This is an optimization exercise on Yosys and OpenROAD, whose aim is small area, not a production implementation. Only simulation tests tie the RTL to the original design; equivalence was not proved. Power figures rest on the tool's default switching activity, not on a simulated workload.

==> flow/design.v, too long to show whole: its modules and the start of the top module <==
// module mac_arith: 1617 lines
// module fa_cell: 4 lines
// module ha_cell: 4 lines
// module bwd_arith: 1589 lines
// module top_level: 402 lines
module top_level (
    clk, rst, seed,
    action, state, next_state, step_o, phase, episode_o, q_cur, q_next
);
  // ...
==> flow/flow/run.sh <==
#!/bin/bash
set -euo pipefail
export BUFFER_PORTS_ARGS="-buffer_cell sky130_fd_sc_hd__buf_1"
export CTS_ARGS="-sink_clustering_enable -repair_clock_nets -dont_use_dummy_load -buf_list sky130_fd_sc_hd__clkbuf_8 -sink_clustering_size 15 -sink_clustering_max_diameter 80"
bash standard.sh > standard.log 2>&1
==> flow/standard.sh <==
#!/bin/bash
# synth_recipe.tcl (not shown) runs the flow's synth.tcl, then flattens the netlist and writes it again
# the make line also repeats each setting of config.mk as NAME=value (left out here)
make -C /OpenROAD-flow-scripts/flow DESIGN_CONFIG=/design/flow/config.mk WORK_HOME=/design/flow/orfs CLKGATE_MAP_FILE= SYNTH_SCRIPT=/design/flow/synth_recipe.tcl "${@:-finish}"
==> flow/config.mk <==
export PLATFORM = sky130hd
export DESIGN_NAME = top_level
export DESIGN_NICKNAME = top_level
export VERILOG_FILES = /design/flow/design.v
export SDC_FILE = /design/flow/constraint.sdc
export NUM_CORES = 8
export LEC_CHECK = 0
export CAP_MARGIN = 5
export CORE_MARGIN = 2
export CORE_UTILIZATION = 50
export CTS_BUF_LIST = sky130_fd_sc_hd__clkbuf_8
export CTS_CLUSTER_DIAMETER = 80
export CTS_CLUSTER_SIZE = 15
export PLACE_DENSITY = 0.6
export SLEW_MARGIN = 5
export SYNTH_HIERARCHICAL = 1
export SYNTH_MINIMUM_KEEP_SIZE = 0
==> flow/constraint.sdc <==
create_clock -name core_clock -period 20.0 [get_ports {clk}]
set_input_delay 4.0000 -clock core_clock [delete_from_list [all_inputs] [get_ports {clk}]]
set_output_delay 4.0000 -clock core_clock [all_outputs]
set_load 0.01 [all_outputs]
==> run notes, run 1 <==
most common cell after layout, fill and taps aside: nand2_1
met3 routed WL: 15000 um
simple-gate share of the synthesized area: 15.0%
CTS max path bufs: 3
routed wire length: 238000 um
post-route met1 wirelength: 105000 um
Num CTS Buffers: 107
Fillers: 15100
worst hold path class: reg -> reg
Seq cells post-synth: 1252
met2 WL post-DR: 110000 um
Final nets: 9919
net count after synthesis: 9913
synth unique cells: 119
number of remaining DRC errors: 0
Reg-to-Reg End: dl1[4]
Port Buf Inserts: 171
HP Start: w2r[261]
Synth area leader: fa_1
portion of netlist area occupied by mux cells: 2.21%
WP data arrival: 19.32 ns
Worst Reg-to-Reg Cells: 80
type of the worst setup path: reg -> reg
pin count of the biggest net entering global routing: 77
core area: 167000 sq um
Hold Slack: 0.265 ns
met1 Usage GRT: 39.1%
Mapped Cells: 8177
status: complete, no violations
Max Slew Vio Count: 0
Area after DPL: 86900 sq um
sw power: 4.21 mW
M2 GR Usage: 44.8%
post-CTS setup repair buffer count: 0
Well Taps: 2204
Post-Layout Cell Count: 10400
met3 GRT Util: 4.22%
RSZ-0062 raised after global routing: no
most frequent cells in the layout: 1662 x nand2_1, 1349 x fa_1, 1217 x dfxtp_1, 557 x inv_1, 373 x ha_1
Clock-cell share: 1.66%
Post-synth EDFFs: 34
post-route cell area: 88500 sq um
slowest stage delay, CP: 0.59 ns
Crit-path slowest cell: edfxtp_1
==> run 2: changes to the inputs <==
--- a/flow/design.v
+++ b/flow/design.v
@@ -44,11 +44,11 @@
     fa_cell ugm0_35 (.a(~(w3t0[9] & acur3[5])), .b(~(w3t0[10] & acur3[4])), .c(~(w3t0[11] & acur3[3])), .s(gm0_35), .co(gm0_36));
     wire gm0_37, gm0_38;
-    fa_cell ugm0_37 (.a(~(clr ? b3h0[0] : acc0[15])), .b(~(w3t0[5] & acur3[10])), .c(~(w3t0[6] & acur3[9])), .s(gm0_37), .co(gm0_38));
+    ha_cell ugm0_37 (.a(~(clr ? b3h0[0] : acc0[15])), .b(~(w3t0[5] & acur3[10])), .s(gm0_37), .co(gm0_38));
     wire gm0_39, gm0_40;
-    fa_cell ugm0_39 (.a(~(w3t0[7] & acur3[8])), .b(~(w3t0[8] & acur3[7])), .c(~(w3t0[9] & acur3[6])), .s(gm0_39), .co(gm0_40));
+    fa_cell ugm0_39 (.a(~(w3t0[6] & acur3[9])), .b(~(w3t0[7] & acur3[8])), .c(~(w3t0[8] & acur3[7])), .s(gm0_39), .co(gm0_40));
     wire gm0_41, gm0_42;
-    fa_cell ugm0_41 (.a(~(w3t0[10] & acur3[5])), .b(~(w3t0[11] & acur3[4])), .c(~(w3t0[12] & acur3[3])), .s(gm0_41), .co(gm0_42));
-    wire gm0_43 = ~(~(w3t0[13] & acur3[2]) ^ ~(w3t0[14] & acur3[1]));
-    wire gm0_44 = ~(w3t0[13] & acur3[2]) | ~(w3t0[14] & acur3[1]);
+    fa_cell ugm0_41 (.a(~(w3t0[9] & acur3[6])), .b(~(w3t0[10] & acur3[5])), .c(~(w3t0[11] & acur3[4])), .s(gm0_41), .co(gm0_42));
+    wire gm0_43 = ~(~(w3t0[12] & acur3[3]) ^ ~(w3t0[13] & acur3[2]));
+    wire gm0_44 = ~(w3t0[12] & acur3[3]) | ~(w3t0[13] & acur3[2]);
     wire gm0_45, gm0_46;
     fa_cell ugm0_45 (.a(~(clr ? b3h0[1] : acc0[16])), .b(~(w3t0[6] & acur3[10])), .c(~(w3t0[7] & acur3[9])), .s(gm0_45), .co(gm0_46));
@@ -120,5 +120,5 @@
     fa_cell ugm0_111 (.a(gm0_37), .b(gm0_39), .c(gm0_41), .s(gm0_111), .co(gm0_112));
     wire gm0_113, gm0_114;
-    ha_cell ugm0_113 (.a(gm0_43), .b((w3t0[15] & acur3[0])), .s(gm0_113), .co(gm0_114));
+    fa_cell ugm0_113 (.a(gm0_43), .b(~(w3t0[14] & acur3[1])), .c((w3t0[15] & acur3[0])), .s(gm0_113), .co(gm0_114));
     wire gm0_115, gm0_116;
     fa_cell ugm0_115 (.a(gm0_32), .b(gm0_34), .c(gm0_36), .s(gm0_115), .co(gm0_116));
@@ -446,11 +446,11 @@
     fa_cell ugm1_35 (.a(~(w3t1[9] & acur3[5])), .b(~(w3t1[10] & acur3[4])), .c(~(w3t1[11] & acur3[3])), .s(gm1_35), .co(gm1_36));
     wire gm1_37, gm1_38;
-    fa_cell ugm1_37 (.a(~(clr ? b3h1[0] : acc1[15])), .b(~(w3t1[5] & acur3[10])), .c(~(w3t1[6] & acur3[9])), .s(gm1_37), .co(gm1_38));
+    ha_cell ugm1_37 (.a(~(clr ? b3h1[0] : acc1[15])), .b(~(w3t1[5] & acur3[10])), .s(gm1_37), .co(gm1_38));
     wire gm1_39, gm1_40;
-    fa_cell ugm1_39 (.a(~(w3t1[7] & acur3[8])), .b(~(w3t1[8] & acur3[7])), .c(~(w3t1[9] & acur3[6])), .s(gm1_39), .co(gm1_40));
+    fa_cell ugm1_39 (.a(~(w3t1[6] & acur3[9])), .b(~(w3t1[7] & acur3[8])), .c(~(w3t1[8] & acur3[7])), .s(gm1_39), .co(gm1_40));
     wire gm1_41, gm1_42;
-    fa_cell ugm1_41 (.a(~(w3t1[10] & acur3[5])), .b(~(w3t1[11] & acur3[4])), .c(~(w3t1[12] & acur3[3])), .s(gm1_41), .co(gm1_42));
-    wire gm1_43 = ~(~(w3t1[13] & acur3[2]) ^ ~(w3t1[14] & acur3[1]));
-    wire gm1_44 = ~(w3t1[13] & acur3[2]) | ~(w3t1[14] & acur3[1]);
+    fa_cell ugm1_41 (.a(~(w3t1[9] & acur3[6])), .b(~(w3t1[10] & acur3[5])), .c(~(w3t1[11] & acur3[4])), .s(gm1_41), .co(gm1_42));
+    wire gm1_43 = ~(~(w3t1[12] & acur3[3]) ^ ~(w3t1[13] & acur3[2]));
+    wire gm1_44 = ~(w3t1[12] & acur3[3]) | ~(w3t1[13] & acur3[2]);
     wire gm1_45, gm1_46;
     fa_cell ugm1_45 (.a(~(clr ? b3h1[1] : acc1[16])), .b(~(w3t1[6] & acur3[10])), .c(~(w3t1[7] & acur3[9])), .s(gm1_45), .co(gm1_46));
@@ -522,5 +522,5 @@
     fa_cell ugm1_111 (.a(gm1_37), .b(gm1_39), .c(gm1_41), .s(gm1_111), .co(gm1_112));
     wire gm1_113, gm1_114;
-    ha_cell ugm1_113 (.a(gm1_43), .b((w3t1[15] & acur3[0])), .s(gm1_113), .co(gm1_114));
+    fa_cell ugm1_113 (.a(gm1_43), .b(~(w3t1[14] & acur3[1])), .c((w3t1[15] & acur3[0])), .s(gm1_113), .co(gm1_114));
     wire gm1_115, gm1_116;
     fa_cell ugm1_115 (.a(gm1_32), .b(gm1_34), .c(gm1_36), .s(gm1_115), .co(gm1_116));
@@ -848,11 +848,11 @@
     fa_cell ugm2_35 (.a(~(w3t2[9] & acur3[5])), .b(~(w3t2[10] & acur3[4])), .c(~(w3t2[11] & acur3[3])), .s(gm2_35), .co(gm2_36));
     wire gm2_37, gm2_38;
-    fa_cell ugm2_37 (.a(~(clr ? b3h2[0] : acc2[15])), .b(~(w3t2[5] & acur3[10])), .c(~(w3t2[6] & acur3[9])), .s(gm2_37), .co(gm2_38));
+    ha_cell ugm2_37 (.a(~(clr ? b3h2[0] : acc2[15])), .b(~(w3t2[5] & acur3[10])), .s(gm2_37), .co(gm2_38));
     wire gm2_39, gm2_40;
-    fa_cell ugm2_39 (.a(~(w3t2[7] & acur3[8])), .b(~(w3t2[8] & acur3[7])), .c(~(w3t2[9] & acur3[6])), .s(gm2_39), .co(gm2_40));
+    fa_cell ugm2_39 (.a(~(w3t2[6] & acur3[9])), .b(~(w3t2[7] & acur3[8])), .c(~(w3t2[8] & acur3[7])), .s(gm2_39), .co(gm2_40));
     wire gm2_41, gm2_42;
-    fa_cell ugm2_41 (.a(~(w3t2[10] & acur3[5])), .b(~(w3t2[11] & acur3[4])), .c(~(w3t2[12] & acur3[3])), .s(gm2_41), .co(gm2_42));
-    wire gm2_43 = ~(~(w3t2[13] & acur3[2]) ^ ~(w3t2[14] & acur3[1]));
-    wire gm2_44 = ~(w3t2[13] & acur3[2]) | ~(w3t2[14] & acur3[1]);
+    fa_cell ugm2_41 (.a(~(w3t2[9] & acur3[6])), .b(~(w3t2[10] & acur3[5])), .c(~(w3t2[11] & acur3[4])), .s(gm2_41), .co(gm2_42));
+    wire gm2_43 = ~(~(w3t2[12] & acur3[3]) ^ ~(w3t2[13] & acur3[2]));
+    wire gm2_44 = ~(w3t2[12] & acur3[3]) | ~(w3t2[13] & acur3[2]);
     wire gm2_45, gm2_46;
     fa_cell ugm2_45 (.a(~(clr ? b3h2[1] : acc2[16])), .b(~(w3t2[6] & acur3[10])), .c(~(w3t2[7] & acur3[9])), .s(gm2_45), .co(gm2_46));
@@ -924,5 +924,5 @@
     fa_cell ugm2_111 (.a(gm2_37), .b(gm2_39), .c(gm2_41), .s(gm2_111), .co(gm2_112));
     wire gm2_113, gm2_114;
-    ha_cell ugm2_113 (.a(gm2_43), .b((w3t2[15] & acur3[0])), .s(gm2_113), .co(gm2_114));
+    fa_cell ugm2_113 (.a(gm2_43), .b(~(w3t2[14] & acur3[1])), .c((w3t2[15] & acur3[0])), .s(gm2_113), .co(gm2_114));
     wire gm2_115, gm2_116;
     fa_cell ugm2_115 (.a(gm2_32), .b(gm2_34), .c(gm2_36), .s(gm2_115), .co(gm2_116));
@@ -1250,11 +1250,11 @@
     fa_cell ugm3_35 (.a(~(w3t3[9] & acur3[5])), .b(~(w3t3[10] & acur3[4])), .c(~(w3t3[11] & acur3[3])), .s(gm3_35), .co(gm3_36));
     wire gm3_37, gm3_38;
-    fa_cell ugm3_37 (.a(~(clr ? b3h3[0] : acc3[15])), .b(~(w3t3[5] & acur3[10])), .c(~(w3t3[6] & acur3[9])), .s(gm3_37), .co(gm3_38));
+    ha_cell ugm3_37 (.a(~(clr ? b3h3[0] : acc3[15])), .b(~(w3t3[5] & acur3[10])), .s(gm3_37), .co(gm3_38));
     wire gm3_39, gm3_40;
-    fa_cell ugm3_39 (.a(~(w3t3[7] & acur3[8])), .b(~(w3t3[8] & acur3[7])), .c(~(w3t3[9] & acur3[6])), .s(gm3_39), .co(gm3_40));
+    fa_cell ugm3_39 (.a(~(w3t3[6] & acur3[9])), .b(~(w3t3[7] & acur3[8])), .c(~(w3t3[8] & acur3[7])), .s(gm3_39), .co(gm3_40));
     wire gm3_41, gm3_42;
-    fa_cell ugm3_41 (.a(~(w3t3[10] & acur3[5])), .b(~(w3t3[11] & acur3[4])), .c(~(w3t3[12] & acur3[3])), .s(gm3_41), .co(gm3_42));
-    wire gm3_43 = ~(~(w3t3[13] & acur3[2]) ^ ~(w3t3[14] & acur3[1]));
-    wire gm3_44 = ~(w3t3[13] & acur3[2]) | ~(w3t3[14] & acur3[1]);
+    fa_cell ugm3_41 (.a(~(w3t3[9] & acur3[6])), .b(~(w3t3[10] & acur3[5])), .c(~(w3t3[11] & acur3[4])), .s(gm3_41), .co(gm3_42));
+    wire gm3_43 = ~(~(w3t3[12] & acur3[3]) ^ ~(w3t3[13] & acur3[2]));
+    wire gm3_44 = ~(w3t3[12] & acur3[3]) | ~(w3t3[13] & acur3[2]);
     wire gm3_45, gm3_46;
     fa_cell ugm3_45 (.a(~(clr ? b3h3[1] : acc3[16])), .b(~(w3t3[6] & acur3[10])), .c(~(w3t3[7] & acur3[9])), .s(gm3_45), .co(gm3_46));
@@ -1326,5 +1326,5 @@
     fa_cell ugm3_111 (.a(gm3_37), .b(gm3_39), .c(gm3_41), .s(gm3_111), .co(gm3_112));
     wire gm3_113, gm3_114;
-    ha_cell ugm3_113 (.a(gm3_43), .b((w3t3[15] & acur3[0])), .s(gm3_113), .co(gm3_114));
+    fa_cell ugm3_113 (.a(gm3_43), .b(~(w3t3[14] & acur3[1])), .c((w3t3[15] & acur3[0])), .s(gm3_113), .co(gm3_114));
     wire gm3_115, gm3_116;
     fa_cell ugm3_115 (.a(gm3_32), .b(gm3_34), .c(gm3_36), .s(gm3_115), .co(gm3_116));
@@ -1642,7 +1642,7 @@
     fa_cell ugs_3 (.a((w3s0[1] & dl0[4])), .b(~(w3s0[2] & dl0[3])), .c(~(w3s0[3] & dl0[2])), .s(gs_3), .co(gs_4));
     wire gs_5, gs_6;
-    fa_cell ugs_5 (.a((w3s0[2] & dl0[4])), .b(~(w3s0[3] & dl0[3])), .c(~(w3s0[4] & dl0[2])), .s(gs_5), .co(gs_6));
-    wire gs_7 = ~(~(w3s0[5] & dl0[1]) ^ ~(w3s0[6] & dl0[0]));
-    wire gs_8 = ~(w3s0[5] & dl0[1]) | ~(w3s0[6] & dl0[0]);
+    ha_cell ugs_5 (.a((w3s0[2] & dl0[4])), .b(~(w3s0[3] & dl0[3])), .s(gs_5), .co(gs_6));
+    wire gs_7 = ~(~(w3s0[4] & dl0[2]) ^ ~(w3s0[5] & dl0[1]));
+    wire gs_8 = ~(w3s0[4] & dl0[2]) | ~(w3s0[5] & dl0[1]);
     wire gs_9, gs_10;
     fa_cell ugs_9 (.a((w3s0[3] & dl0[4])), .b(~(w3s0[4] & dl0[3])), .c(~(w3s0[5] & dl0[2])), .s(gs_9), .co(gs_10));
@@ -1704,15 +1704,15 @@
     fa_cell ugs_65 (.a(~(w3s2[5] & dl2[0])), .b((w3s3[1] & dl3[4])), .c(~(w3s3[2] & dl3[3])), .s(gs_65), .co(gs_66));
     wire gs_67, gs_68;
-    fa_cell ugs_67 (.a(gs_5), .b(gs_7), .c((w3s1[2] & dl1[4])), .s(gs_67), .co(gs_68));
+    fa_cell ugs_67 (.a(gs_5), .b(gs_7), .c(~(w3s0[6] & dl0[0])), .s(gs_67), .co(gs_68));
     wire gs_69, gs_70;
-    fa_cell ugs_69 (.a(~(w3s1[3] & dl1[3])), .b(~(w3s1[4] & dl1[2])), .c(~(w3s1[5] & dl1[1])), .s(gs_69), .co(gs_70));
+    fa_cell ugs_69 (.a((w3s1[2] & dl1[4])), .b(~(w3s1[3] & dl1[3])), .c(~(w3s1[4] & dl1[2])), .s(gs_69), .co(gs_70));
     wire gs_71, gs_72;
-    fa_cell ugs_71 (.a(~(w3s1[6] & dl1[0])), .b((w3s2[2] & dl2[4])), .c(~(w3s2[3] & dl2[3])), .s(gs_71), .co(gs_72));
+    fa_cell ugs_71 (.a(~(w3s1[5] & dl1[1])), .b(~(w3s1[6] & dl1[0])), .c((w3s2[2] & dl2[4])), .s(gs_71), .co(gs_72));
     wire gs_73, gs_74;
-    fa_cell ugs_73 (.a(~(w3s2[4] & dl2[2])), .b(~(w3s2[5] & dl2[1])), .c(~(w3s2[6] & dl2[0])), .s(gs_73), .co(gs_74));
+    fa_cell ugs_73 (.a(~(w3s2[3] & dl2[3])), .b(~(w3s2[4] & dl2[2])), .c(~(w3s2[5] & dl2[1])), .s(gs_73), .co(gs_74));
     wire gs_75, gs_76;
-    fa_cell ugs_75 (.a((w3s3[2] & dl3[4])), .b(~(w3s3[3] & dl3[3])), .c(~(w3s3[4] & dl3[2])), .s(gs_75), .co(gs_76));
-    wire gs_77 = ~(~(w3s3[5] & dl3[1]) ^ ~(w3s3[6] & dl3[0]));
-    wire gs_78 = ~(w3s3[5] & dl3[1]) | ~(w3s3[6] & dl3[0]);
+    fa_cell ugs_75 (.a(~(w3s2[6] & dl2[0])), .b((w3s3[2] & dl3[4])), .c(~(w3s3[3] & dl3[3])), .s(gs_75), .co(gs_76));
+    wire gs_77 = ~(~(w3s3[4] & dl3[2]) ^ ~(w3s3[5] & dl3[1]));
+    wire gs_78 = ~(w3s3[4] & dl3[2]) | ~(w3s3[5] & dl3[1]);
     wire gs_79, gs_80;
     fa_cell ugs_79 (.a(gs_9), .b(gs_11), .c((w3s1[3] & dl1[4])), .s(gs_79), .co(gs_80));
@@ -1836,9 +1836,9 @@
     wire gs_198 = (w3s3[15] & dl3[1]) | gs_42;
     wire gs_199, gs_200;
-    fa_cell ugs_199 (.a((w3s0[13] & dl0[4])), .b(~(w3s0[14] & dl0[3])), .c((w3s0[15] & dl0[2])), .s(gs_199), .co(gs_200));
+    ha_cell ugs_199 (.a((w3s0[13] & dl0[4])), .b(~(w3s0[14] & dl0[3])), .s(gs_199), .co(gs_200));
     wire gs_201, gs_202;
-    fa_cell ugs_201 (.a((w3s1[13] & dl1[4])), .b(~(w3s1[14] & dl1[3])), .c((w3s1[15] & dl1[2])), .s(gs_201), .co(gs_202));
+    fa_cell ugs_201 (.a((w3s0[15] & dl0[2])), .b((w3s1[13] & dl1[4])), .c(~(w3s1[14] & dl1[3])), .s(gs_201), .co(gs_202));
     wire gs_203, gs_204;
-    fa_cell ugs_203 (.a((w3s2[13] & dl2[4])), .b(~(w3s2[14] & dl2[3])), .c((w3s2[15] & dl2[2])), .s(gs_203), .co(gs_204));
+    fa_cell ugs_203 (.a((w3s1[15] & dl1[2])), .b((w3s2[13] & dl2[4])), .c(~(w3s2[14] & dl2[3])), .s(gs_203), .co(gs_204));
     wire gs_205, gs_206;
     fa_cell ugs_205 (.a(~(w3s0[0] & dl0[2])), .b(~(w3s0[1] & dl0[1])), .c(~(w3s0[2] & dl0[0])), .s(gs_205), .co(gs_206));
@@ -1872,5 +1872,5 @@
     fa_cell ugs_233 (.a(gs_73), .b(gs_75), .c(gs_77), .s(gs_233), .co(gs_234));
     wire gs_235, gs_236;
-    ha_cell ugs_235 (.a(gs_4), .b(gs_58), .s(gs_235), .co(gs_236));
+    fa_cell ugs_235 (.a(~(w3s3[6] & dl3[0])), .b(gs_4), .c(gs_58), .s(gs_235), .co(gs_236));
     wire gs_237, gs_238;
     fa_cell ugs_237 (.a(gs_60), .b(gs_62), .c(gs_64), .s(gs_237), .co(gs_238));
@@ -1958,7 +1958,7 @@
     fa_cell ugs_319 (.a(gs_199), .b(gs_201), .c(gs_203), .s(gs_319), .co(gs_320));
     wire gs_321, gs_322;
-    fa_cell ugs_321 (.a((w3s3[13] & dl3[4])), .b(~(w3s3[14] & dl3[3])), .c((w3s3[15] & dl3[2])), .s(gs_321), .co(gs_322));
+    fa_cell ugs_321 (.a((w3s2[15] & dl2[2])), .b((w3s3[13] & dl3[4])), .c(~(w3s3[14] & dl3[3])), .s(gs_321), .co(gs_322));
     wire gs_323, gs_324;
-    ha_cell ugs_323 (.a(gs_188), .b(gs_190), .s(gs_323), .co(gs_324));
+    fa_cell ugs_323 (.a((w3s3[15] & dl3[2])), .b(gs_188), .c(gs_190), .s(gs_323), .co(gs_324));
     wire gs_325, gs_326;
     fa_cell ugs_325 (.a(gs_192), .b(gs_194), .c(gs_196), .s(gs_325), .co(gs_326));
@@ -2236,16 +2236,16 @@
     assign gs_o = ~({gs_554, gs_595, gs_593, gs_591, gs_589, gs_587, gs_585, gs_583, gs_581, gs_579, gs_577, gs_575, gs_573, gs_571, gs_569, gs_567, gs_565, gs_563, gs_561, gs_559, gs_557, gs_555} + {gs_596, gs_594, gs_592, gs_590, gs_588, gs_586, gs_584, gs_582, gs_580, gs_578, gs_576, gs_574, gs_572, gs_570, gs_568, gs_566, gs_564, gs_562, gs_560, gs_558, gs_556, ~(w3s3[0] & dl3[0])} + 22'd1);
     assign sdel = gs_o;
-    wire gq_1 = ~(~(aprev[0] & aprev[5]) ^ ~(aprev[1] & aprev[4]));
-    wire gq_2 = ~(aprev[0] & aprev[5]) | ~(aprev[1] & aprev[4]);
-    wire gq_3 = ~(~(aprev[0] & aprev[6]) ^ ~(aprev[1] & aprev[5]));
-    wire gq_4 = ~(aprev[0] & aprev[6]) | ~(aprev[1] & aprev[5]);
+    wire gq_1 = ~(~(aprev[0] & aprev[5]));
+    wire gq_2 = ~(aprev[0] & aprev[5]);
+    wire gq_3 = ~(~(aprev[0] & aprev[6]));
+    wire gq_4 = ~(aprev[0] & aprev[6]);
     wire gq_5, gq_6;
-    fa_cell ugq_5 (.a(~(aprev[0] & aprev[7])), .b(~(aprev[1] & aprev[6])), .c(~(aprev[2] & aprev[5])), .s(gq_5), .co(gq_6));
-    wire gq_7 = ~(~(aprev[3] & aprev[4]) ^ ~aprev[4]);
-    wire gq_8 = ~(aprev[3] & aprev[4]) | ~aprev[4];
+    ha_cell ugq_5 (.a(~(aprev[0] & aprev[7])), .b(~(aprev[1] & aprev[6])), .s(gq_5), .co(gq_6));
+    wire gq_7 = ~(~(aprev[2] & aprev[5]) ^ ~(aprev[3] & aprev[4]));
+    wire gq_8 = ~(aprev[2] & aprev[5]) | ~(aprev[3] & aprev[4]);
     wire gq_9, gq_10;
-    fa_cell ugq_9 (.a(~(aprev[0] & aprev[8])), .b(~(aprev[1] & aprev[7])), .c(~(aprev[2] & aprev[6])), .s(gq_9), .co(gq_10));
-    wire gq_11 = ~(~(aprev[3] & aprev[5]));
-    wire gq_12 = ~(aprev[3] & aprev[5]);
+    ha_cell ugq_9 (.a(~(aprev[0] & aprev[8])), .b(~(aprev[1] & aprev[7])), .s(gq_9), .co(gq_10));
+    wire gq_11 = ~(~(aprev[2] & aprev[6]) ^ ~(aprev[3] & aprev[5]));
+    wire gq_12 = ~(aprev[2] & aprev[6]) | ~(aprev[3] & aprev[5]);
     wire gq_13, gq_14;
     fa_cell ugq_13 (.a(~(aprev[0] & aprev[9])), .b(~(aprev[1] & aprev[8])), .c(~(aprev[2] & aprev[7])), .s(gq_13), .co(gq_14));
@@ -2256,14 +2256,14 @@
     wire gq_19, gq_20;
     fa_cell ugq_19 (.a(~(aprev[2] & aprev[9])), .b(~(aprev[3] & aprev[8])), .c(~(aprev[4] & aprev[7])), .s(gq_19), .co(gq_20));
-    wire gq_21 = ~(~(aprev[0] & aprev[3]) ^ ~(aprev[1] & aprev[2]));
-    wire gq_22 = ~(aprev[0] & aprev[3]) | ~(aprev[1] & aprev[2]);
-    wire gq_23 = ~(~(aprev[0] & aprev[4]) ^ ~(aprev[1] & aprev[3]));
-    wire gq_24 = ~(aprev[0] & aprev[4]) | ~(aprev[1] & aprev[3]);
+    wire gq_21 = ~(~(aprev[0] & aprev[3]));
+    wire gq_22 = ~(aprev[0] & aprev[3]);
+    wire gq_23 = ~(~(aprev[0] & aprev[4]));
+    wire gq_24 = ~(aprev[0] & aprev[4]);
     wire gq_25, gq_26;
-    fa_cell ugq_25 (.a(gq_1), .b(~(aprev[2] & aprev[3])), .c(~aprev[3]), .s(gq_25), .co(gq_26));
+    fa_cell ugq_25 (.a(gq_1), .b(~(aprev[1] & aprev[4])), .c(~(aprev[2] & aprev[3])), .s(gq_25), .co(gq_26));
     wire gq_27, gq_28;
-    ha_cell ugq_27 (.a(gq_3), .b(~(aprev[2] & aprev[4])), .s(gq_27), .co(gq_28));
+    fa_cell ugq_27 (.a(gq_3), .b(~(aprev[1] & aprev[5])), .c(~(aprev[2] & aprev[4])), .s(gq_27), .co(gq_28));
     wire gq_29, gq_30;
-    ha_cell ugq_29 (.a(gq_5), .b(gq_7), .s(gq_29), .co(gq_30));
+    fa_cell ugq_29 (.a(gq_5), .b(gq_7), .c(~aprev[4]), .s(gq_29), .co(gq_30));
     wire gq_31, gq_32;
     fa_cell ugq_31 (.a(gq_9), .b(gq_11), .c(gq_6), .s(gq_31), .co(gq_32));
@@ -2278,14 +2278,14 @@
     wire gq_41, gq_42;
     fa_cell ugq_41 (.a(~(aprev[4] & aprev[9])), .b(~(aprev[5] & aprev[8])), .c(~(aprev[6] & aprev[7])), .s(gq_41), .co(gq_42));
-    wire gq_43 = ~(~(aprev[0] & aprev[1]) ^ ~aprev[1]);
-    wire gq_44 = ~(aprev[0] & aprev[1]) | ~aprev[1];
+    wire gq_43 = ~(~(aprev[0] & aprev[1]));
+    wire gq_44 = ~(aprev[0] & aprev[1]);
     wire gq_45 = ~(~(aprev[0] & aprev[2]));
     wire gq_46 = ~(aprev[0] & aprev[2]);
     wire gq_47, gq_48;
-    ha_cell ugq_47 (.a(gq_21), .b(~aprev[2]), .s(gq_47), .co(gq_48));
+    fa_cell ugq_47 (.a(gq_21), .b(~(aprev[1] & aprev[2])), .c(~aprev[2]), .s(gq_47), .co(gq_48));
     wire gq_49, gq_50;
-    ha_cell ugq_49 (.a(gq_23), .b(gq_22), .s(gq_49), .co(gq_50));
+    fa_cell ugq_49 (.a(gq_23), .b(~(aprev[1] & aprev[3])), .c(gq_22), .s(gq_49), .co(gq_50));
     wire gq_51, gq_52;
-    ha_cell ugq_51 (.a(gq_25), .b(gq_24), .s(gq_51), .co(gq_52));
+    fa_cell ugq_51 (.a(gq_25), .b(~aprev[3]), .c(gq_24), .s(gq_51), .co(gq_52));
     wire gq_53, gq_54;
     fa_cell ugq_53 (.a(gq_27), .b(gq_2), .c(gq_26), .s(gq_53), .co(gq_54));
@@ -2316,5 +2316,5 @@
     assign gq_o[1] = ~gq_75;
     wire gq_77, gq_78;
-    ha_cell ugq_77 (.a(gq_43), .b(gq_76), .s(gq_77), .co(gq_78));
+    fa_cell ugq_77 (.a(gq_43), .b(~aprev[1]), .c(gq_76), .s(gq_77), .co(gq_78));
     assign gq_o[2] = ~gq_77;
     wire gq_79, gq_80;
@@ -2429,9 +2429,9 @@
     fa_cell ugp_57 (.a(~(sdel[16] & dadz[4])), .b(~(sdel[17] & dadz[3])), .c(~(sdel[18] & dadz[2])), .s(gp_57), .co(gp_58));
     wire gp_59, gp_60;
-    fa_cell ugp_59 (.a(~(sdel[14] & dadz[7])), .b(~(sdel[15] & dadz[6])), .c(~(sdel[16] & dadz[5])), .s(gp_59), .co(gp_60));
+    ha_cell ugp_59 (.a(~(sdel[14] & dadz[7])), .b(~(sdel[15] & dadz[6])), .s(gp_59), .co(gp_60));
     wire gp_61, gp_62;
-    fa_cell ugp_61 (.a(~(sdel[17] & dadz[4])), .b(~(sdel[18] & dadz[3])), .c(~(sdel[19] & dadz[2])), .s(gp_61), .co(gp_62));
-    wire gp_63 = ~(~(sdel[20] & dadz[1]) ^ (sdel[21] & dadz[0]));
-    wire gp_64 = ~(sdel[20] & dadz[1]) | (sdel[21] & dadz[0]);
+    fa_cell ugp_61 (.a(~(sdel[16] & dadz[5])), .b(~(sdel[17] & dadz[4])), .c(~(sdel[18] & dadz[3])), .s(gp_61), .co(gp_62));
+    wire gp_63 = ~(~(sdel[19] & dadz[2]) ^ ~(sdel[20] & dadz[1]));
+    wire gp_64 = ~(sdel[19] & dadz[2]) | ~(sdel[20] & dadz[1]);
     wire gp_65, gp_66;
     fa_cell ugp_65 (.a(~(sdel[15] & dadz[7])), .b(~(sdel[16] & dadz[6])), .c(~(sdel[17] & dadz[5])), .s(gp_65), .co(gp_66));
@@ -2509,5 +2509,5 @@
     fa_cell ugp_137 (.a(gp_59), .b(gp_61), .c(gp_63), .s(gp_137), .co(gp_138));
     wire gp_139, gp_140;
-    ha_cell ugp_139 (.a(gp_56), .b(gp_58), .s(gp_139), .co(gp_140));
+    fa_cell ugp_139 (.a((sdel[21] & dadz[0])), .b(gp_56), .c(gp_58), .s(gp_139), .co(gp_140));
     wire gp_141, gp_142;
     fa_cell ugp_141 (.a(gp_65), .b(gp_67), .c((sdel[21] & dadz[1])), .s(gp_141), .co(gp_142));
@@ -2629,5 +2629,5 @@
     assign delta2 = dadz[8] ? sdel[21:14] : pd[29:22];
     wire ga0_1, ga0_2;
-    fa_cell uga0_1 (.a((aprev[0] & dl0[4])), .b(~(aprev[1] & dl0[3])), .c(~(aprev[2] & dl0[2])), .s(ga0_1), .co(ga0_2));
+    ha_cell uga0_1 (.a((aprev[0] & dl0[4])), .b(~(aprev[1] & dl0[3])), .s(ga0_1), .co(ga0_2));
     wire ga0_3, ga0_4;
     fa_cell uga0_3 (.a((aprev[1] & dl0[4])), .b(~(aprev[2] & dl0[3])), .c(~(aprev[3] & dl0[2])), .s(ga0_3), .co(ga0_4));
@@ -2653,5 +2653,5 @@
     wire ga0_24 = ~(aprev[0] & dl0[3]) | ~(aprev[1] & dl0[2]);
     wire ga0_25, ga0_26;
-    fa_cell uga0_25 (.a(ga0_1), .b(~(aprev[3] & dl0[1])), .c(~(aprev[4] & dl0[0])), .s(ga0_25), .co(ga0_26));
+    fa_cell uga0_25 (.a(ga0_1), .b(~(aprev[2] & dl0[2])), .c(~(aprev[3] & dl0[1])), .s(ga0_25), .co(ga0_26));
     wire ga0_27, ga0_28;
     fa_cell uga0_27 (.a(ga0_3), .b(~(aprev[4] & dl0[1])), .c(~(aprev[5] & dl0[0])), .s(ga0_27), .co(ga0_28));
@@ -2677,5 +2677,5 @@
     fa_cell uga0_47 (.a(ga0_23), .b(~(aprev[2] & dl0[1])), .c(~(aprev[3] & dl0[0])), .s(ga0_47), .co(ga0_48));
     wire ga0_49, ga0_50;
-    ha_cell uga0_49 (.a(ga0_25), .b(ga0_24), .s(ga0_49), .co(ga0_50));
+    fa_cell uga0_49 (.a(ga0_25), .b(~(aprev[4] & dl0[0])), .c(ga0_24), .s(ga0_49), .co(ga0_50));
     wire ga0_51, ga0_52;
     fa_cell uga0_51 (.a(ga0_27), .b(ga0_2), .c(ga0_26), .s(ga0_51), .co(ga0_52));
@@ -2775,5 +2775,5 @@
     assign w3n0 = ad0[20:10];
     wire ga1_1, ga1_2;
-    fa_cell uga1_1 (.a((aprev[0] & dl1[4])), .b(~(aprev[1] & dl1[3])), .c(~(aprev[2] & dl1[2])), .s(ga1_1), .co(ga1_2));
+    ha_cell uga1_1 (.a((aprev[0] & dl1[4])), .b(~(aprev[1] & dl1[3])), .s(ga1_1), .co(ga1_2));
     wire ga1_3, ga1_4;
     fa_cell uga1_3 (.a((aprev[1] & dl1[4])), .b(~(aprev[2] & dl1[3])), .c(~(aprev[3] & dl1[2])), .s(ga1_3), .co(ga1_4));
@@ -2799,5 +2799,5 @@
     wire ga1_24 = ~(aprev[0] & dl1[3]) | ~(aprev[1] & dl1[2]);
     wire ga1_25, ga1_26;
-    fa_cell uga1_25 (.a(ga1_1), .b(~(aprev[3] & dl1[1])), .c(~(aprev[4] & dl1[0])), .s(ga1_25), .co(ga1_26));
+    fa_cell uga1_25 (.a(ga1_1), .b(~(aprev[2] & dl1[2])), .c(~(aprev[3] & dl1[1])), .s(ga1_25), .co(ga1_26));
     wire ga1_27, ga1_28;
     fa_cell uga1_27 (.a(ga1_3), .b(~(aprev[4] & dl1[1])), .c(~(aprev[5] & dl1[0])), .s(ga1_27), .co(ga1_28));
@@ -2823,5 +2823,5 @@
     fa_cell uga1_47 (.a(ga1_23), .b(~(aprev[2] & dl1[1])), .c(~(aprev[3] & dl1[0])), .s(ga1_47), .co(ga1_48));
     wire ga1_49, ga1_50;
-    ha_cell uga1_49 (.a(ga1_25), .b(ga1_24), .s(ga1_49), .co(ga1_50));
+    fa_cell uga1_49 (.a(ga1_25), .b(~(aprev[4] & dl1[0])), .c(ga1_24), .s(ga1_49), .co(ga1_50));
     wire ga1_51, ga1_52;
     fa_cell uga1_51 (.a(ga1_27), .b(ga1_2), .c(ga1_26), .s(ga1_51), .co(ga1_52));
@@ -2921,5 +2921,5 @@
     assign w3n1 = ad1[20:10];
     wire ga2_1, ga2_2;
-    fa_cell uga2_1 (.a((aprev[0] & dl2[4])), .b(~(aprev[1] & dl2[3])), .c(~(aprev[2] & dl2[2])), .s(ga2_1), .co(ga2_2));
+    ha_cell uga2_1 (.a((aprev[0] & dl2[4])), .b(~(aprev[1] & dl2[3])), .s(ga2_1), .co(ga2_2));
     wire ga2_3, ga2_4;
     fa_cell uga2_3 (.a((aprev[1] & dl2[4])), .b(~(aprev[2] & dl2[3])), .c(~(aprev[3] & dl2[2])), .s(ga2_3), .co(ga2_4));
@@ -2945,5 +2945,5 @@
     wire ga2_24 = ~(aprev[0] & dl2[3]) | ~(aprev[1] & dl2[2]);
     wire ga2_25, ga2_26;
-    fa_cell uga2_25 (.a(ga2_1), .b(~(aprev[3] & dl2[1])), .c(~(aprev[4] & dl2[0])), .s(ga2_25), .co(ga2_26));
+    fa_cell uga2_25 (.a(ga2_1), .b(~(aprev[2] & dl2[2])), .c(~(aprev[3] & dl2[1])), .s(ga2_25), .co(ga2_26));
     wire ga2_27, ga2_28;
     fa_cell uga2_27 (.a(ga2_3), .b(~(aprev[4] & dl2[1])), .c(~(aprev[5] & dl2[0])), .s(ga2_27), .co(ga2_28));
@@ -2969,5 +2969,5 @@
     fa_cell uga2_47 (.a(ga2_23), .b(~(aprev[2] & dl2[1])), .c(~(aprev[3] & dl2[0])), .s(ga2_47), .co(ga2_48));
     wire ga2_49, ga2_50;
-    ha_cell uga2_49 (.a(ga2_25), .b(ga2_24), .s(ga2_49), .co(ga2_50));
+    fa_cell uga2_49 (.a(ga2_25), .b(~(aprev[4] & dl2[0])), .c(ga2_24), .s(ga2_49), .co(ga2_50));
     wire ga2_51, ga2_52;
     fa_cell uga2_51 (.a(ga2_27), .b(ga2_2), .c(ga2_26), .s(ga2_51), .co(ga2_52));
@@ -3067,5 +3067,5 @@
     assign w3n2 = ad2[20:10];
     wire ga3_1, ga3_2;
-    fa_cell uga3_1 (.a((aprev[0] & dl3[4])), .b(~(aprev[1] & dl3[3])), .c(~(aprev[2] & dl3[2])), .s(ga3_1), .co(ga3_2));
+    ha_cell uga3_1 (.a((aprev[0] & dl3[4])), .b(~(aprev[1] & dl3[3])), .s(ga3_1), .co(ga3_2));
     wire ga3_3, ga3_4;
     fa_cell uga3_3 (.a((aprev[1] & dl3[4])), .b(~(aprev[2] & dl3[3])), .c(~(aprev[3] & dl3[2])), .s(ga3_3), .co(ga3_4));
@@ -3091,5 +3091,5 @@
     wire ga3_24 = ~(aprev[0] & dl3[3]) | ~(aprev[1] & dl3[2]);
     wire ga3_25, ga3_26;
-    fa_cell uga3_25 (.a(ga3_1), .b(~(aprev[3] & dl3[1])), .c(~(aprev[4] & dl3[0])), .s(ga3_25), .co(ga3_26));
+    fa_cell uga3_25 (.a(ga3_1), .b(~(aprev[2] & dl3[2])), .c(~(aprev[3] & dl3[1])), .s(ga3_25), .co(ga3_26));
     wire ga3_27, ga3_28;
     fa_cell uga3_27 (.a(ga3_3), .b(~(aprev[4] & dl3[1])), .c(~(aprev[5] & dl3[0])), .s(ga3_27), .co(ga3_28));
@@ -3115,5 +3115,5 @@
     fa_cell uga3_47 (.a(ga3_23), .b(~(aprev[2] & dl3[1])), .c(~(aprev[3] & dl3[0])), .s(ga3_47), .co(ga3_48));
     wire ga3_49, ga3_50;
-    ha_cell uga3_49 (.a(ga3_25), .b(ga3_24), .s(ga3_49), .co(ga3_50));
+    fa_cell uga3_49 (.a(ga3_25), .b(~(aprev[4] & dl3[0])), .c(ga3_24), .s(ga3_49), .co(ga3_50));
     wire ga3_51, ga3_52;
     fa_cell uga3_51 (.a(ga3_27), .b(ga3_2), .c(ga3_26), .s(ga3_51), .co(ga3_52));
--- a/flow/config.mk
+++ b/flow/config.mk
@@ -6,5 +6,5 @@
 export NUM_CORES = 8
 export LEC_CHECK = 0
-export CAP_MARGIN = 5
+export CAP_MARGIN = 12
 export CORE_MARGIN = 2
 export CORE_UTILIZATION = 50
@@ -13,5 +13,5 @@
 export CTS_CLUSTER_SIZE = 15
 export PLACE_DENSITY = 0.6
-export SLEW_MARGIN = 5
+export SLEW_MARGIN = 12
 export SYNTH_HIERARCHICAL = 1
 export SYNTH_MINIMUM_KEEP_SIZE = 0
==> run 2 against run 1 <==
- still clean
- global-route usage down 0.051 points
- synthesized area shrank 0.79%
- clock skew down 0.033 ns
- non-clock buffer count down 9
- critical path depth up 7
- first-iteration DRC count grew 5.4%
- synthesized cell count shrank 0.54%
- cell area shrank 0.93%
- combinational power up 29%
- sequential share of layout area is 0.27 points higher
- power grew 17%
- maximum frequency hardly changed
- largest power group unchanged
- highest routed layer is now met5
==> run notes, run 2 <==
status: complete, no violations (unchanged)
slowest stage delay, CP: 0.64 ns (was 0.59 ns)
post-synthesis sequential area ratio: 30.5% (was 30.2%)
setup TNS: 0 ns (unchanged)
main area contributors after synthesis: fa_1 32%, dfxtp_1 29%, nand2_1 7.7% (was fa_1 32%, dfxtp_1 29%, nand2_1 7.4%)
FP Rows: 149 (was 150)
core area: 165000 sq um (was 167000 sq um)
GRT Residual Overflow: 0 (unchanged)
die height: 412 um (was 414 um)
CTS max path bufs: 3 (unchanged)
routed via count: 58100 (was 58500)
Port Buf Inserts: 171 (unchanged)
Mapped Cells: 8133 (was 8177)
Post-DP HPWL: 174000 um (was 177000 um)
CP Launch Type: register (unchanged)
Sink Count: 1252 (unchanged)
# setup viols final: 0 (unchanged)
proportion of power drawn by flip-flops and latches: 26.7% (was 29.9%)
Final Cycle Share: 92.6% (was 92.7%)
Max Slew Vio Count: 0 (unchanged)
Biggest register: w2r (unchanged)
PD cells: 127 nW/um^2 (was 108 nW/um^2)
drt via density: 5.64 (was 5.63)
Post-Syn Area: 83400 sq um (was 84100 sq um)
Post-Syn Area per Cell: 10.3 sq um (about the same)
placer congestion estimate: 0.931 (was 0.917)
initial antenna violation count: 16 (was 8)
count leader, synth: nand2_1 (unchanged)
Worst path top cell family by delay: compound AO/OA/AOI/OAI gates (unchanged)
vias in the first global route: 60400 (was 62100)
Initial Util: 50.4% (was 50.3%)
Post-Layout Cell Count: 10300 (was 10400)
clk root buf: clkbuf_8 (unchanged)
Static Leak: 29.7 nW (was 30.0 nW)
fin crit period: 18.51 ns (was 18.53 ns)
Syn-to-layout area delta: 5.13% (was 5.28%)
number of remaining DRC errors: 0 (unchanged)
Crit. Startpoint: st_old[3] (unchanged)
combinational fraction of design power: 62.1% (was 56.7%)
GRT Util Overall: 28.0% (about the same)
CTS tree: yes (unchanged)
synth unique cells: 115 (was 119)
most frequent cells in the layout: 1709 x nand2_1, 1353 x fa_1, 1215 x dfxtp_1, 541 x inv_1, 367 x ha_1 (was 1662 x nand2_1, 1349 x fa_1, 1217 x dfxtp_1, 557 x inv_1, 373 x ha_1)
slew margin rel.: 21.8% (was 14.5%)
Post-synth EDFFs: 34 (unchanged)
ys flop type: dfxtp_1 (unchanged)
Reg clk slew, reported paths: 0.09 ns (was 0.11 ns)
biggest registers after layout: w2r: 495 flops, w3r: 220 flops (unchanged)
placed insts: 10200 (was 10300)
worst skew pair latency: 0.88 ns (was 0.89 ns)
Detailed Routing Iterations Pass 1: 7 (was 6)
H-Tree Depth: 3 (unchanged)
sw power: 5.29 mW (was 4.21 mW)
Crit Reg-Reg Startpoint: st_old[3] (unchanged)
IO Count: 172 (unchanged)
DRT iter0 DRCs: 4924 (was 4673)
Crit-path slowest cell: or4b_2 (was edfxtp_1)
share of layout cells above drive strength 1: 5.13% (was 5.56%)
RSZ-0062 raised after global routing: no (unchanged)
most common cell after layout, fill and taps aside: nand2_1 (unchanged)
asr flop ratio synth: 0% (unchanged)
CP most frequent cell: a21oi_1
net count after synthesis: 9867 (was 9913)
total die area: 170000 sq um (was 171000 sq um)
worst slew pin tran: 1.17 ns (was 1.27 ns)
synth cell count leaders: 1712 x nand2_1, 1353 x fa_1, 1218 x dfxtp_1 (was 1663 x nand2_1, 1349 x fa_1, 1218 x dfxtp_1)
worst hold path class: reg -> reg (unchanged)
HP Start: w2r[63] (was w2r[261])
WP data required: 20.79 ns (about the same)
antenna viol nets, final: 0 (unchanged)
Clk pwr share: 11.2% (was 13.4%)
wire length of the first global-routing pass: 362000 um (was 372000 um)
Seq cells post-synth: 1252 (unchanged)
Crit path buffers/inverters: 8 (unchanged)
Worst VDD drop: 373 uV (was 367 uV)
type of the worst setup path: reg -> reg (unchanged)
Post-Route Skew: 0.0921 ns (was 0.125 ns)
CP max FO: 19 (was 21)
internal power: 5.89 mW (was 5.31 mW)
max reg flops: 495 (unchanged)
WP data arrival: 19.30 ns (was 19.32 ns)
WL/cell: 22.8 um (was 22.9 um)
Die W: 412 um (was 414 um)
CP endpoint kind: register (unchanged)
FMAX: 0.0540 GHz (about the same)
warnings from Yosys: 7 (unchanged)
Synth top area share: 32.5% (was 32.1%)
final hold vios: 0 (unchanged)
Final nets: 9860 (was 9919)
routed wire length: 235000 um (was 238000 um)
Synth area leader: fa_1 (unchanged)
cts hold-fix bufs: 0 (unchanged)
Net Sw Frac: 47.3% (was 44.2%)
Num CTS Buffers: 101 (was 107)
pin count of the biggest net entering global routing: 100 (was 77)
max cap viols: 0 (unchanged)
==> run 2: cell types whose count changed after synthesis, sizes merged, moves of 13 or more <==
cell,delta
a222oi,+19
mux2,-24
nand2,+49
nand2b,-35
a22oi,+17
a221oi,-28
xor2,-21
nand3,+15
inv,-13
o21a,+15
and3,+18
==> run 2: Yosys stat by module (local to each module, per instance) <==
| module | flops+latches | cells inside | copies in the design | area [sq um] |
|---|---|---|---|---|
| bwd_arith | 0 | 1385 | 1 | 7240 |
| fa_cell | 0 | 1 | 1330 | 20.0 |
| ha_cell | 0 | 1 | 13 | 12.5 |
| mac_arith | 0 | 1200 | 1 | 5730 |
| top_level | 1252 | 4205 | 1 | 43700 |
==> run 2: per-layer routing <==
| layer | GRT usage, % | vias to the layer above | part of all wire, % |
|---|---|---|---|
| li1 | - | 25900 | - |
| met1 | 38.3 | 29700 | 43 |
| met2 | 44.7 | 2140 | 46 |
| met3 | 4.71 | 451 | 7.0 |
| met4 | 10.2 | 6 | 3.7 |
| met5 | 0 | - | 0.017 |
==> run 2: final cells by class <==
| cell class | instances | area, sq um |
|---|---|---|
| antenna | 2 | 5.00 |
| clock buffer | 101 | 1390 |
| fill | 14800 | 77700 |
| inverter | 553 | 2080 |
| multi-input combinational | 5864 | 54000 |
| sequential | 1252 | 25400 |
| tap | 2189 | 2740 |
| timing repair buffer | 354 | 2030 |
==> run 2: cell families (layout without fill, tap and decap cells) <==
kind of cell	after synthesis	in the layout	share of synthesized area (%)
adders and majority gates	1721	1721	38.0
and+or+nand+nor	2817	2817	15.0
DFF	1252	1252	30.5
xor gates and xnor gates	171	171	1.80
AOI/OAI and AO/OA	1010	1010	7.99
other	0	2	0
buffers and inverters	1017	1008	4.94
muxes	145	145	1.78
==> run 2: repair_timing <==
action	4_1_cts	5_1_grt
gates resized for setup	0	4
setup buffers	0	8
endpoints found under the setup margin	0	16
==> run 2: metrics by stage <==
stage / cell area [sq um] / hold slack [ns] / setup slack [ns] / total power [mW] / util [%]
after floorplan: 83400 / 0.310 / 2.96 / 7.96 / -
after global placement: 86200 / 0.310 / 0.354 / 9.83 / 52.1
after detailed placement: 86200 / 0.312 / 0.307 / 9.88 / 52.1
after CTS: 87600 / 0.240 / 0.202 / 11.2 / 53.0
after global routing: 87700 / 0.248 / 0.103 / 12.3 / 53.0
final: 87700 / 0.249 / 1.49 / 11.2 / 53.0
==> run 2: power by group through the flow <==
stage / clock, mW / sequential [mW] / combinational, mW
global placement: 0 / 3.03 / 6.80
global route: 1.38 / 3.00 / 7.91
floorplan: 0 / 2.92 / 5.04
detailed placement: 0 / 3.04 / 6.84
finish: 1.25 / 2.98 / 6.95
CTS: 1.30 / 2.98 / 6.90
==> run 2: final timing paths <==
kind,endpoint,slack [ns],cells after the start
worst max-delay path,dl2[4],1.49,87
worst min-delay path,w2r[107],0.25,0
worst max register to register,dl2[4],1.49,87
worst min register to register,w2r[107],0.25,0
==> run 3: changes to the inputs <==
--- a/flow/config.mk
+++ b/flow/config.mk
@@ -6,12 +6,12 @@
 export NUM_CORES = 8
 export LEC_CHECK = 0
-export CAP_MARGIN = 12
+export CAP_MARGIN = 20
 export CORE_MARGIN = 2
-export CORE_UTILIZATION = 50
+export CORE_UTILIZATION = 65
 export CTS_BUF_LIST = sky130_fd_sc_hd__clkbuf_8
 export CTS_CLUSTER_DIAMETER = 80
 export CTS_CLUSTER_SIZE = 15
-export PLACE_DENSITY = 0.6
-export SLEW_MARGIN = 12
+export PLACE_DENSITY = 0.75
+export SLEW_MARGIN = 20
 export SYNTH_HIERARCHICAL = 1
 export SYNTH_MINIMUM_KEEP_SIZE = 0
==> run 3 against run 2 <==
- still clean
- core utilization rose by 15 points
- sequential power barely moved
- critical path type unchanged
- largest cell class unchanged
- maximum frequency rose by 0.33%
- worst hold slack improved by 0.028 ns
- cell area fell by 0.95%
==> run notes, run 3 <==
CTS tree: yes (unchanged)
placer congestion estimate: 0.941 (was 0.931)
count leader, synth: nand2_1 (unchanged)
Detailed Routing Iterations Pass 1: 9 (was 7)
post-synthesis sequential area ratio: 30.5% (unchanged)
FP Rows: 131 (was 149)
core area: 128000 sq um (was 165000 sq um)
proportion of power drawn by flip-flops and latches: 26.8% (was 26.7%)
Die W: 362 um (was 412 um)
Post-Route Skew: 0.161 ns (was 0.0921 ns)
clk root buf: clkbuf_8 (unchanged)
Mapped Cells: 8133 (unchanged)
combinational fraction of design power: 62.1% (about the same)
GRT Residual Overflow: 0 (unchanged)
fin crit period: 18.45 ns (was 18.51 ns)
sw power: 5.26 mW (was 5.29 mW)
Compound-Gate Fraction of Synth Area: 7.99% (unchanged)
Clk pwr share: 11.1% (was 11.2%)
Reg clk slew, reported paths: 0.10 ns (was 0.09 ns)
Final WS setup: 1.55 ns (was 1.49 ns)
Sink Count: 1252 (unchanged)
wire length of the first global-routing pass: 350000 um (was 362000 um)
max cap viols: 0 (unchanged)
number of remaining DRC errors: 0 (unchanged)
Seq cells post-synth: 1252 (unchanged)
CTS max path bufs: 3 (unchanged)
status: complete, no violations (unchanged)
Post-Syn Area per Cell: 10.3 sq um (unchanged)
CP most frequent cell: a21oi_1 (unchanged)
synth cell count leaders: 1712 x nand2_1, 1353 x fa_1, 1218 x dfxtp_1 (unchanged)
Initial Util: 65.4% (was 50.4%)
GRT Util Overall: 34.6% (was 28.0%)
placed insts: 9658 (was 10200)
worst hold path class: reg -> reg (unchanged)
CP endpoint kind: register (unchanged)
Biggest register: w2r (unchanged)
pin count of the biggest net entering global routing: 82 (was 100)
routed wire length: 223000 um (was 235000 um)
synth unique cells: 115 (unchanged)
Max Slew Vio Count: 0 (unchanged)
vias in the first global route: 61500 (was 60400)
worst skew pair latency: 0.88 ns (about the same)
slew margin rel.: 19.9% (was 21.8%)
asr flop ratio synth: 0% (unchanged)
CP max FO: 21 (was 19)
Adder-Cell Fraction of Synth Area: 38.0% (unchanged)
share of layout cells above drive strength 1: 4.89% (was 5.13%)
setup TNS: 0 ns (unchanged)
most frequent cells in the layout: 1709 x nand2_1, 1353 x fa_1, 1218 x dfxtp_1, 541 x inv_1, 367 x ha_1 (was 1709 x nand2_1, 1353 x fa_1, 1215 x dfxtp_1, 541 x inv_1, 367 x ha_1)
# setup viols final: 0 (unchanged)
Synth area leader: fa_1 (unchanged)
WP data arrival: 19.19 ns (was 19.30 ns)
PD cells: 128 nW/um^2 (was 127 nW/um^2)
Net Sw Frac: 47.4% (was 47.3%)
biggest registers after layout: w2r: 495 flops, w3r: 220 flops (unchanged)
type of the worst setup path: reg -> reg (unchanged)
Post-DP HPWL: 165000 um (was 174000 um)
routed via count: 58700 (was 58100)
Syn-to-layout area delta: 4.13% (was 5.13%)
IO Count: 172 (unchanged)
Final nets: 9836 (was 9860)
Static Leak: 29.5 nW (was 29.7 nW)
antenna viol nets, final: 0 (unchanged)
DRT iter0 DRCs: 5709 (was 4924)
Crit-path slowest cell: or4b_2 (unchanged)
Synth top area share: 32.5% (unchanged)
die height: 362 um (was 412 um)
RSZ-0062 raised after global routing: no (unchanged)
max reg flops: 495 (unchanged)
drt via density: 6.01 (was 5.64)
FMAX: 0.0542 GHz (was 0.0540 GHz)
net count after synthesis: 9867 (unchanged)
initial antenna violation count: 11 (was 16)
warnings from Yosys: 7 (unchanged)
slowest stage delay, CP: 0.64 ns (about the same)
Post-synth EDFFs: 34 (unchanged)
ys flop type: dfxtp_1 (unchanged)
simple-gate share of the synthesized area: 15.0% (unchanged)
Num CTS Buffers: 99 (was 101)
main area contributors after synthesis: fa_1 32%, dfxtp_1 29%, nand2_1 7.7% (unchanged)
cts hold-fix bufs: 0 (unchanged)
H-Tree Depth: 3 (unchanged)
Post-Layout Cell Count: 9764 (was 10300)
Port Buf Inserts: 171 (unchanged)
most common cell after layout, fill and taps aside: nand2_1 (unchanged)
final hold vios: 0 (unchanged)
worst slew pin tran: 1.20 ns (was 1.17 ns)
Post-Syn Area: 83400 sq um (unchanged)
Worst VDD drop: 538 uV (was 373 uV)
Final Cycle Share: 92.3% (was 92.6%)
CP Launch Type: register (unchanged)
internal power: 5.85 mW (was 5.89 mW)
main combinational cell family by area after synthesis: adder cells (unchanged)
Post-Synth XOR/XNOR Area: 1.80% (unchanged)
portion of netlist area occupied by mux cells: 1.78% (unchanged)
r2r setup slk: 1.55 ns (was 1.49 ns)
hold depth: 0 (unchanged)
Place WS: 0.782 ns (was 0.307 ns)
Worst Reg-to-Reg Cells: 87 (unchanged)
WP data required: 20.74 ns (was 20.79 ns)
WL/cell: 22.9 um (was 22.8 um)
total die area: 131000 sq um (was 170000 sq um)
## run 3: cell counts after synthesis
No cell type changed its count.
## run 3: kinds of logic after synthesis
logic type	Yosys count
AO/OA/AOI/OAI	1010
XOR/XNOR	171
adder cells (fa/ha/maj)	1721
buffers and inverters	1017
flip-flops	1252
multiplexers	145
AND/OR/NAND/NOR	2817
## run 3: per-module statistics from Yosys, one instance, submodules excluded
| module | times used | cells inside | cell area [sq um] | flops+latches |
|---|---|---|---|---|
| bwd_arith | 1 | 1385 | 7240 | 0 |
| fa_cell | 1330 | 1 | 20.0 | 0 |
| ha_cell | 13 | 1 | 12.5 | 0 |
| mac_arith | 1 | 1200 | 5730 | 0 |
| top_level | 1 | 4205 | 43700 | 1252 |
## run 3: worst max-delay path, delay by kind of cell, from the launching register on
kind	cells	cell delay [ns]
AOI/OAI and AO/OA	39	6.73
and+or+nand+nor	23	4.86
adders and majority gates	11	3.64
xor gates and xnor gates	6	1.43
buffers and inverters	7	1.00
DFF	1	0.54
muxes	1	0.14
## run 3: worst paths after layout
kind,from,to
worst max-delay path,st_old[1],dl2[4]
worst min register to register,w2r[296],w2r[285]
worst max register to register,st_old[1],dl2[4]
worst min-delay path,w2r[296],w2r[285]
## run 3: layer usage
metal	vias up	part of all wire, %	GRT usage (%)
met5	-	0.012	0
met4	4	4.4	14.8
met3	606	8.8	6.66
met2	2738	46	54.9
met1	29500	40	47.0
li1	25800	-	-
## run 3: cell type report
cell class                      instances  area (sq um)
Antenna cell                            2          5.00
Clock buffer                           99          1360
Fill cell                            9775         40700
Inverter                              553          2080
Multi-Input combinational cell       5864         54100
Sequential cell                      1252         25400
Tap cell                             1662          2080
Timing Repair Buffer                  332          1870
## run 3: repair_timing
item	4_1_cts	5_1_grt
buffers inserted	0	3
endpoints found under the setup margin	0	12
resized for setup	0	4
## run 3: power by group through the flow
stage	registers, mW	clock network, mW	logic, mW
after CTS	2.97	1.26	6.86
final	2.98	1.23	6.90
after floorplan	2.92	0	5.04
after detailed placement	3.02	0	6.82
after global routing	2.99	1.34	7.85
after global placement	3.02	0	6.71
## run 3: stage by stage
stage | hold slack, ns | utilization, % | power [mW] | area [sq um]
after floorplan | 0.310 | - | 7.96 | 83400
after global placement | 0.310 | 67.0 | 9.73 | 85400
after detailed placement | 0.312 | 67.0 | 9.84 | 85400
after CTS | 0.261 | 68.1 | 11.1 | 86800
after global routing | 0.271 | 68.1 | 12.2 | 86900
final | 0.278 | 68.1 | 11.1 | 86900
==> run 4: changes to the inputs <==
==> flow/flow/run.sh (replaced) <==
#!/bin/bash
set -euo pipefail
export BUFFER_PORTS_ARGS="-buffer_cell sky130_fd_sc_hd__buf_1"
export RECOVER_POWER=100
export CTS_ARGS="-sink_clustering_enable -repair_clock_nets -dont_use_dummy_load -buf_list sky130_fd_sc_hd__clkbuf_8 -sink_clustering_size 15 -sink_clustering_max_diameter 80"
bash standard.sh > standard.log 2>&1
==> run 4 against run 3 <==
- the layout now fails its checks (max-capacitance violations, max-slew violations)
- clock power about the same
- routed wire length fell by 0.11%
- sequential cell count did not move
- critical endpoint unchanged
- highest routed layer unchanged
==> run notes, run 4 <==
asr flop ratio synth: 0% (unchanged)
Final nets: 9836 (unchanged)
worst hold path class: reg -> reg (unchanged)
WP data arrival: 19.23 ns (was 19.19 ns)
Post-Route Skew: 0.162 ns (was 0.161 ns)
most frequent cells in the layout: 1710 x nand2_1, 1353 x fa_1, 1218 x dfxtp_1, 543 x inv_1, 367 x ha_1 (was 1709 x nand2_1, 1353 x fa_1, 1218 x dfxtp_1, 541 x inv_1, 367 x ha_1)
CP Launch Type: register (unchanged)
final hold vios: 0 (unchanged)
Reg clk slew, reported paths: 0.10 ns (about the same)
type of the worst setup path: reg -> reg (unchanged)
Post-DP HPWL: 165000 um (unchanged)
main area contributors after synthesis: fa_1 32%, dfxtp_1 29%, nand2_1 7.7% (unchanged)
Biggest register: w2r (unchanged)
Detailed Routing Iterations Pass 1: 9 (unchanged)
WL/cell: 22.9 um (about the same)
FP Rows: 131 (unchanged)
Synth area leader: fa_1 (unchanged)
fin util: 67.9% (was 68.1%)
status: finished with violations (was complete, no violations)
fin crit period: 18.49 ns (was 18.45 ns)
Static Leak: 29.3 nW (was 29.5 nW)
pin count of the biggest net entering global routing: 82 (unchanged)
warnings from Yosys: 7 (unchanged)
CTS max path bufs: 3 (unchanged)
CP most frequent cell: a21oi_1 (unchanged)
Port Buf Inserts: 171 (unchanged)
core area: 128000 sq um (unchanged)
Max Slew Vio Count: 409 (was 0)
SO Faults: max-capacitance violations, max-slew violations
post-route cell area: 86600 sq um (was 86900 sq um)
Sink Count: 1252 (unchanged)
post-synthesis sequential area ratio: 30.5% (unchanged)
most common cell after layout, fill and taps aside: nand2_1 (unchanged)
CTS tree: yes (unchanged)
net count after synthesis: 9867 (unchanged)
ys flop type: dfxtp_1 (unchanged)
Post-synth EDFFs: 34 (unchanged)
number of remaining DRC errors: 0 (unchanged)
WP data required: 20.74 ns (about the same)
antenna viol nets, final: 0 (unchanged)
Syn-to-layout area delta: 3.77% (was 4.13%)
Final WS setup: 1.51 ns (was 1.55 ns)
placer congestion estimate: 0.941 (unchanged)
synth cell count leaders: 1712 x nand2_1, 1353 x fa_1, 1218 x dfxtp_1 (unchanged)
CP max FO: 21 (unchanged)
share of layout cells above drive strength 1: 3.90% (was 4.89%)
Mapped Cells: 8133 (unchanged)
Seq cells post-synth: 1252 (unchanged)
Area after DPL: 85400 sq um (unchanged)
total die area: 131000 sq um (unchanged)
drt via density: 6.02 (was 6.01)
IO Count: 172 (unchanged)
CP endpoint kind: register (unchanged)
routed via count: 58800 (was 58700)
DRT iter0 DRCs: 5597 (was 5709)
placed insts: 9658 (unchanged)
routed wire length: 223000 um (about the same)
die height: 362 um (unchanged)
Final Cycle Share: 92.4% (was 92.3%)
FMAX: 0.0541 GHz (was 0.0542 GHz)
Worst VDD drop: 536 uV (was 538 uV)
vias in the first global route: 61500 (unchanged)
Initial Util: 65.4% (unchanged)
RSZ-0062 raised after global routing: no (unchanged)
clk root buf: clkbuf_8 (unchanged)
Post-Syn Area: 83400 sq um (unchanged)
Hold Slack: 0.267 ns (was 0.278 ns)
slew margin rel.: -114% (was 19.9%)
GRT Util Overall: 34.6% (unchanged)
wire length of the first global-routing pass: 350000 um (unchanged)
Place WS: 0.782 ns (unchanged)
Die W: 362 um (unchanged)
Post-Syn Area per Cell: 10.3 sq um (unchanged)
worst skew pair latency: 0.88 ns (about the same)
setup TNS: 0 ns (unchanged)
PD cells: 127 nW/um^2 (was 128 nW/um^2)
Synth top area share: 32.5% (unchanged)
H-Tree Depth: 3 (unchanged)
GRT Residual Overflow: 0 (unchanged)
Num CTS Buffers: 99 (unchanged)
cts hold-fix bufs: 0 (unchanged)
Final Total Pwr: 11.0 mW (was 11.1 mW)
Fillers: 9852 (was 9775)
Post-Layout Cell Count: 9763 (was 9764)
synth unique cells: 115 (unchanged)
worst slew pin tran: 3.21 ns (was 1.20 ns)
# setup viols final: 0 (unchanged)
count leader, synth: nand2_1 (unchanged)
Crit-path slowest cell: or4b_2 (unchanged)
biggest registers after layout: w2r: 495 flops, w3r: 220 flops (unchanged)
max cap viols: 12 (was 0)
slowest stage delay, CP: 0.64 ns (about the same)
max reg flops: 495 (unchanged)
initial antenna violation count: 11 (unchanged)
[run 4: per-module statistics from Yosys (local to each module, per instance)]
module     copies in the design  flops+latches
top_level                     1           1252
fa_cell                    1330              0
mac_arith                     1              0
ha_cell                      13              0
bwd_arith                     1              0
[run 4: final timing paths]
path                                  to  cells after the start  slack (ns)  startpoint
worst max-delay path              dl2[4]                     84        1.51   st_old[1]
worst min-delay path            w2r[214]                      0        0.27    w2r[170]
worst max register to register    dl2[4]                     84        1.51   st_old[1]
worst min register to register  w2r[214]                      0        0.27    w2r[170]
[run 4: logic make-up after synthesis]
group,count (synthesis),synth area share (%)
mux,145,1.78
buf+inv,1017,4.94
compound gates,1010,7.99
fa+ha+maj,1721,38.0
simple gates,2817,15.0
flops,1252,30.5
xor+xnor,171,1.80
[run 4: final cells by class]
class                   count  area, sq um  share of cell area [%]
clock buffers              99         1360                    1.57
repair buffers            332         1650                    1.91
inverters                 553         2080                    2.40
well taps                1662         2080                    2.40
diodes                      1         2.50                 0.00289
multi-input cells        5864        54000                    62.4
flip-flops and latches   1252        25400                    29.3
[run 4: power breakdown]
| part | switching (mW) | internal [mW] |
|---|---|---|
| combinational | 4.24 | 2.58 |
| sequential | 0.204 | 2.77 |
| clock | 0.790 | 0.441 |
| total | 5.24 | 5.80 |
[run 4: timing repair]
action	in CTS	in global routing
gates resized for setup	0	4
endpoints found under the setup margin	0	12
setup buffers	0	3
[run 4: critical path: cells and delay by family (launching register included)]
| kind | cells | cell delay, ns |
|---|---|---|
| fa+ha+maj | 10 | 3.38 |
| mux | 2 | 0.49 |
| buf+inv | 7 | 0.95 |
| xor+xnor | 5 | 0.86 |
| flops | 1 | 0.54 |
| compound gates | 41 | 8.38 |
| simple gates | 19 | 3.76 |
[run 4: metal layers]
metal	share of wire [%]	track usage [%]
met1	40	47.0
met2	46	54.9
met3	9.1	6.66
met4	4.4	14.8
met5	0.017	0

[port drivers added, routing unchanged]
How much do the figures lean on ideal ports? The routed layouts below were timed once more, with nothing changed but the port constraints. Step 1: set_driving_cell puts a clkbuf_16 on clk and a buf_2 on each other input, an assumption about the parent block. Step 2, shift: input delay + t, output delay - t, t = (earliest + latest rising clock arrival at the registers) / 2. This alone moves slack from input paths to output paths. Slacks: ideal / step 1 / step 2; pairs: ideal / step 1.
| run | t (ns) | setup slack, ns | cell pins on the clock port's net |
|---|---|---|---|
| run 1 | 0.915 | 1.470 / 1.470 / 1.470 | 1 |
| run 2 | 0.909 | 1.487 / 1.487 / 1.487 | 1 |
| run 3 | 0.873 | 1.547 / 1.547 / 1.547 | 1 |
| run 4 | 0.874 | 1.515 / 1.515 / 1.515 | 1 |
